This design comes from an exercise in tuning for small area, a short achievable clock period and few clock cycles per item on the open sky130 flow, not from production work. RTL that was checked went through simulation tests only; none was proved equivalent to the original. Power and IR drop assume default switching activity.

Design div_avalon, start of the top module:
module div_avalon
	#(
		parameter W     = 32,
				  CBIT  = 6
	 )
	(
		input wire clk, reset,
		input wire [2:0] div_address,
		input wire div_chipselect,
		input wire div_write,
		input wire [W-1:0] div_writedata,
		output wire [W-1:0] div_readdata,
		output wire div_irq,
		output wire div_rdy
	);
	wire div_start, div_ready, set_done_trg, clr_done_trg;
	reg [W-1:0] dvnd_reg, dvsr_reg;
	reg [5:0] cd_reg;
	reg [4:0] ca_reg;
	reg done_trg_reg;
	wire [W-1:0] quo, rmd;
	wire wr_en, wr_dvnd, wr_dvsr;
	reg [5:0] wclz;
	integer i;
	always @*
	begin
		wclz = 6'd32;
		for (i = 0; i < W; i = i + 1)
			if (div_writedata[i]) wclz = 6'd31 - i[5:0];
	end
	div #(.W(32)) d1
		 ( .clk(clk), .reset(reset), .str_trg(div_start), .dvsr(dvsr_reg), .dvnd(dvnd_reg),
		   .cd(cd_reg), .ca(ca_reg),
		   .ready(div_ready), .done_trg(set_done_trg), .quo(quo), .rmd(rmd));
	always @(posedge clk)
	begin
		if (wr_dvnd)
		begin
			dvnd_reg <= div_writedata;
			ca_reg <= wclz[5] ? 5'd31 : wclz[4:0];
		end
		if (wr_dvsr)
		begin
			dvsr_reg <= div_writedata;
			cd_reg <= wclz;
		end
	end
	always @(posedge clk, posedge reset)
		if (reset)
			done_trg_reg <= 1'b0;
		else if (set_done_trg)
			done_trg_reg <= 1'b1;
		else if (clr_done_trg)
			done_trg_reg <= 1'b0;
	assign wr_en = div_write & div_chipselect;
	assign wr_dvnd = (div_address == 3'h0) & wr_en;
	assign wr_dvsr = (div_address == 3'h1) & wr_en;
	assign div_start = (div_address == 3'h2) & wr_en & div_ready;
	assign clr_done_trg = (div_address == 3'h6) & wr_en;
	assign div_readdata = (div_address == 3'h3) ? quo :
						  (div_address == 3'h4) ? rmd :
						  {31'b0, (div_address == 3'h5) ? div_ready : done_trg_reg};
	assign div_rdy = div_ready;
	assign div_irq = done_trg_reg;
endmodule
==> module div, before the edit <==
module div
	#(
		parameter W=32
	 )
	(
		input wire clk, reset, str_trg,
		input wire [W-1:0] dvsr, dvnd,
		input wire [5:0] cd,
		input wire [4:0] ca,
		output wire ready,
		output reg done_trg,
		output wire [W-1:0] quo, rmd
	);
	reg        busy_reg;
	reg [4:0]  n_reg;
	reg [W-1:0] r_reg, q_reg, d_reg;
	wire       dz = cd[5];
	wire [4:0] p;
	wire       cd_ge_ca;
	div_sub #(.W(5)) sub_p (.a(cd[4:0]), .b(ca), .diff(p), .ge(cd_ge_ca));
	wire       imm = dz | ~cd_ge_ca;
	wire [W-1:0] diff;
	wire       ge;
	div_sub #(.W(W)) sub_r (.a(r_reg), .b(d_reg), .diff(diff), .ge(ge));
	wire       last = (n_reg == 0);
	always @(posedge clk, posedge reset)
		if (reset)
			busy_reg <= 1'b0;
		else if (str_trg)
			busy_reg <= ~imm;
		else if (last)
			busy_reg <= 1'b0;
	always @(posedge clk)
	begin
		if (str_trg)
		begin
			n_reg <= p[4:0];
			d_reg <= dvsr << p[4:0];
		end
		else
		begin
			n_reg <= n_reg - 1'b1;
			d_reg <= d_reg >> 1;
		end
		if (str_trg)
			r_reg <= dvnd;
		else if (busy_reg & ge)
			r_reg <= diff;
		if (str_trg)
			q_reg <= {W{dz}};
		else if (busy_reg)
			q_reg <= {q_reg[W-2:0], ge};
	end
	always @*
		done_trg = str_trg ? imm : (busy_reg & last);
	assign ready = ~busy_reg;
	assign quo = q_reg;
	assign rmd = r_reg;
endmodule
==> module div_avalon, before the edit <==
module div_avalon
	#(
		parameter W     = 32,
				  CBIT  = 6
	 )
	(
		input wire clk, reset,
		input wire [2:0] div_address,
		input wire div_chipselect,
		input wire div_write,
		input wire [W-1:0] div_writedata,
		output wire [W-1:0] div_readdata,
		output wire div_irq,
		output wire div_rdy
	);
	wire div_start, div_ready, set_done_trg, clr_done_trg;
	reg [W-1:0] dvnd_reg, dvsr_reg;
	reg [5:0] cd_reg;
	reg [4:0] ca_reg;
	reg done_trg_reg;
	wire [W-1:0] quo, rmd;
	wire wr_en, wr_dvnd, wr_dvsr;
	reg [5:0] wclz;
	integer i;
	always @*
	begin
		wclz = 6'd32;
		for (i = 0; i < W; i = i + 1)
			if (div_writedata[i]) wclz = 6'd31 - i[5:0];
	end
	div #(.W(32)) d1
		 ( .clk(clk), .reset(reset), .str_trg(div_start), .dvsr(dvsr_reg), .dvnd(dvnd_reg),
		   .cd(cd_reg), .ca(ca_reg),
		   .ready(div_ready), .done_trg(set_done_trg), .quo(quo), .rmd(rmd));
	always @(posedge clk)
	begin
		if (wr_dvnd)
		begin
			dvnd_reg <= div_writedata;
			ca_reg <= wclz[5] ? 5'd31 : wclz[4:0];
		end
		if (wr_dvsr)
		begin
			dvsr_reg <= div_writedata;
			cd_reg <= wclz;
		end
	end
	always @(posedge clk, posedge reset)
		if (reset)
			done_trg_reg <= 1'b0;
		else if (set_done_trg)
			done_trg_reg <= 1'b1;
		else if (clr_done_trg)
			done_trg_reg <= 1'b0;
	assign wr_en = div_write & div_chipselect;
	assign wr_dvnd = (div_address == 3'h0) & wr_en;
	assign wr_dvsr = (div_address == 3'h1) & wr_en;
	assign div_start = (div_address == 3'h2) & wr_en & div_ready;
	assign clr_done_trg = (div_address == 3'h6) & wr_en;
	assign div_readdata = (div_address == 3'h3) ? quo :
						  (div_address == 3'h4) ? rmd :
						  {31'b0, (div_address == 3'h5) ? div_ready : done_trg_reg};
	assign div_rdy = div_ready;
	assign div_irq = done_trg_reg;
endmodule
Settings: LEC_CHECK=0, CAP_MARGIN=20, CORE_MARGIN=2, CORE_UTILIZATION=60, CTS_BUF_LIST=sky130_fd_sc_hd__clkbuf_4 sky130_fd_sc_hd__clkbuf_8, SETUP_SLACK_MARGIN=2.2, SLEW_MARGIN=20; clock period 5.0 ns.
standard.sh (not shown) runs the stock make flow with config.mk's settings and CLKGATE_MAP_FILE= SYNTH_SCRIPT=/design/flow/synth_recipe.tcl, a recipe that flattens the netlist after the stock synthesis.
==> flow/flow/run.sh <==
#!/bin/bash
# Standard layout, with the port buffers made from buf_2 cells instead of
# the slow delay-buffer cells buffer_ports picks on its own.
set -euo pipefail
export BUFFER_PORTS_ARGS="-buffer_cell sky130_fd_sc_hd__buf_2"
bash standard.sh > standard.log 2>&1
==> next run, changes <==
--- a/flow/design.v
+++ b/flow/design.v
@@ -2,25 +2,24 @@
 	#(
 		parameter W=32
 	 )
 	(
 		input wire clk, reset, str_trg,
 		input wire [W-1:0] dvsr, dvnd,
-		input wire [5:0] cd,
-		input wire [4:0] ca,
+		input wire [5:0] cd, ca,
 		output wire ready,
 		output reg done_trg,
 		output wire [W-1:0] quo, rmd
 	);
 	reg        busy_reg;
 	reg [4:0]  n_reg;
 	reg [W-1:0] r_reg, q_reg, d_reg;
 	wire       dz = cd[5];
-	wire [4:0] p;
+	wire [5:0] p;
 	wire       cd_ge_ca;
-	div_sub #(.W(5)) sub_p (.a(cd[4:0]), .b(ca), .diff(p), .ge(cd_ge_ca));
+	div_sub #(.W(6)) sub_p (.a(cd), .b(ca), .diff(p), .ge(cd_ge_ca));
 	wire       imm = dz | ~cd_ge_ca;
 	wire [W-1:0] diff;
 	wire       ge;
 	div_sub #(.W(W)) sub_r (.a(r_reg), .b(d_reg), .diff(diff), .ge(ge));
 	wire       last = (n_reg == 0);
 	always @(posedge clk, posedge reset)
@@ -109,14 +108,13 @@
 		output wire [W-1:0] div_readdata,
 		output wire div_irq,
 		output wire div_rdy
 	);
 	wire div_start, div_ready, set_done_trg, clr_done_trg;
 	reg [W-1:0] dvnd_reg, dvsr_reg;
-	reg [5:0] cd_reg;
-	reg [4:0] ca_reg;
+	reg [5:0] ca_reg, cd_reg;
 	reg done_trg_reg;
 	wire [W-1:0] quo, rmd;
 	wire wr_en, wr_dvnd, wr_dvsr;
 	reg [5:0] wclz;
 	integer i;
 	always @*
@@ -131,13 +129,13 @@
 		   .ready(div_ready), .done_trg(set_done_trg), .quo(quo), .rmd(rmd));
 	always @(posedge clk)
 	begin
 		if (wr_dvnd)
 		begin
 			dvnd_reg <= div_writedata;
-			ca_reg <= wclz[5] ? 5'd31 : wclz[4:0];
+			ca_reg <= wclz;
 		end
 		if (wr_dvsr)
 		begin
 			dvsr_reg <= div_writedata;
 			cd_reg <= wclz;
 		end
After rerunning:
- final area drops slightly
- via count came out lower by a few percent
- clock-buffer cell count fell by 1
- area after synthesis grows slightly
- clock power increases by roughly a tenth
- total power increases by a few percent
- critical path depth increases by 4
Testbench counts after the change, summed over its fixed seeds: cycles 24,255, items 2,048.
The RTL of the first run of this note was laid out without a check of its function.

-- what the ideal ports hide --
The results above use ideal ports. As a check the final layouts listed here were re-extracted and re-timed, cells and wires unchanged.
Step 1 (the two cells are an assumption about what drives the block):
set clk [get_ports {clk}]
set_driving_cell -lib_cell sky130_fd_sc_hd__clkbuf_16 $clk
set_driving_cell -lib_cell sky130_fd_sc_hd__buf_2 [delete_from_list [all_inputs] $clk]
Step 2 times the ports against the registers' clock, not the clock port: input delays grow and output delays shrink by t, the midpoint of the rising clock arrivals with the driver on.
Three values: ideal ports, drivers, drivers and shift; two values: the first two.
run | t (ns) | setup WS [ns] | worst setup path at the end | latest minus earliest clock arrival (ns) | worst register clock-pin slew, ns
the first run | 0.516 | 2.011 / 1.948 / 1.804 | input to register | 0.017 / 0.017 | 0.10 / 0.10
the second run | 0.502 | 2.046 / 1.998 / 1.841 | input to register | 0.019 / 0.019 | 0.11 / 0.11
After both steps setup and hold are still met in every run listed. The setup slack of the first run, which loses most, moves by -0.063 ns with the drivers and by -0.207 ns with both steps.
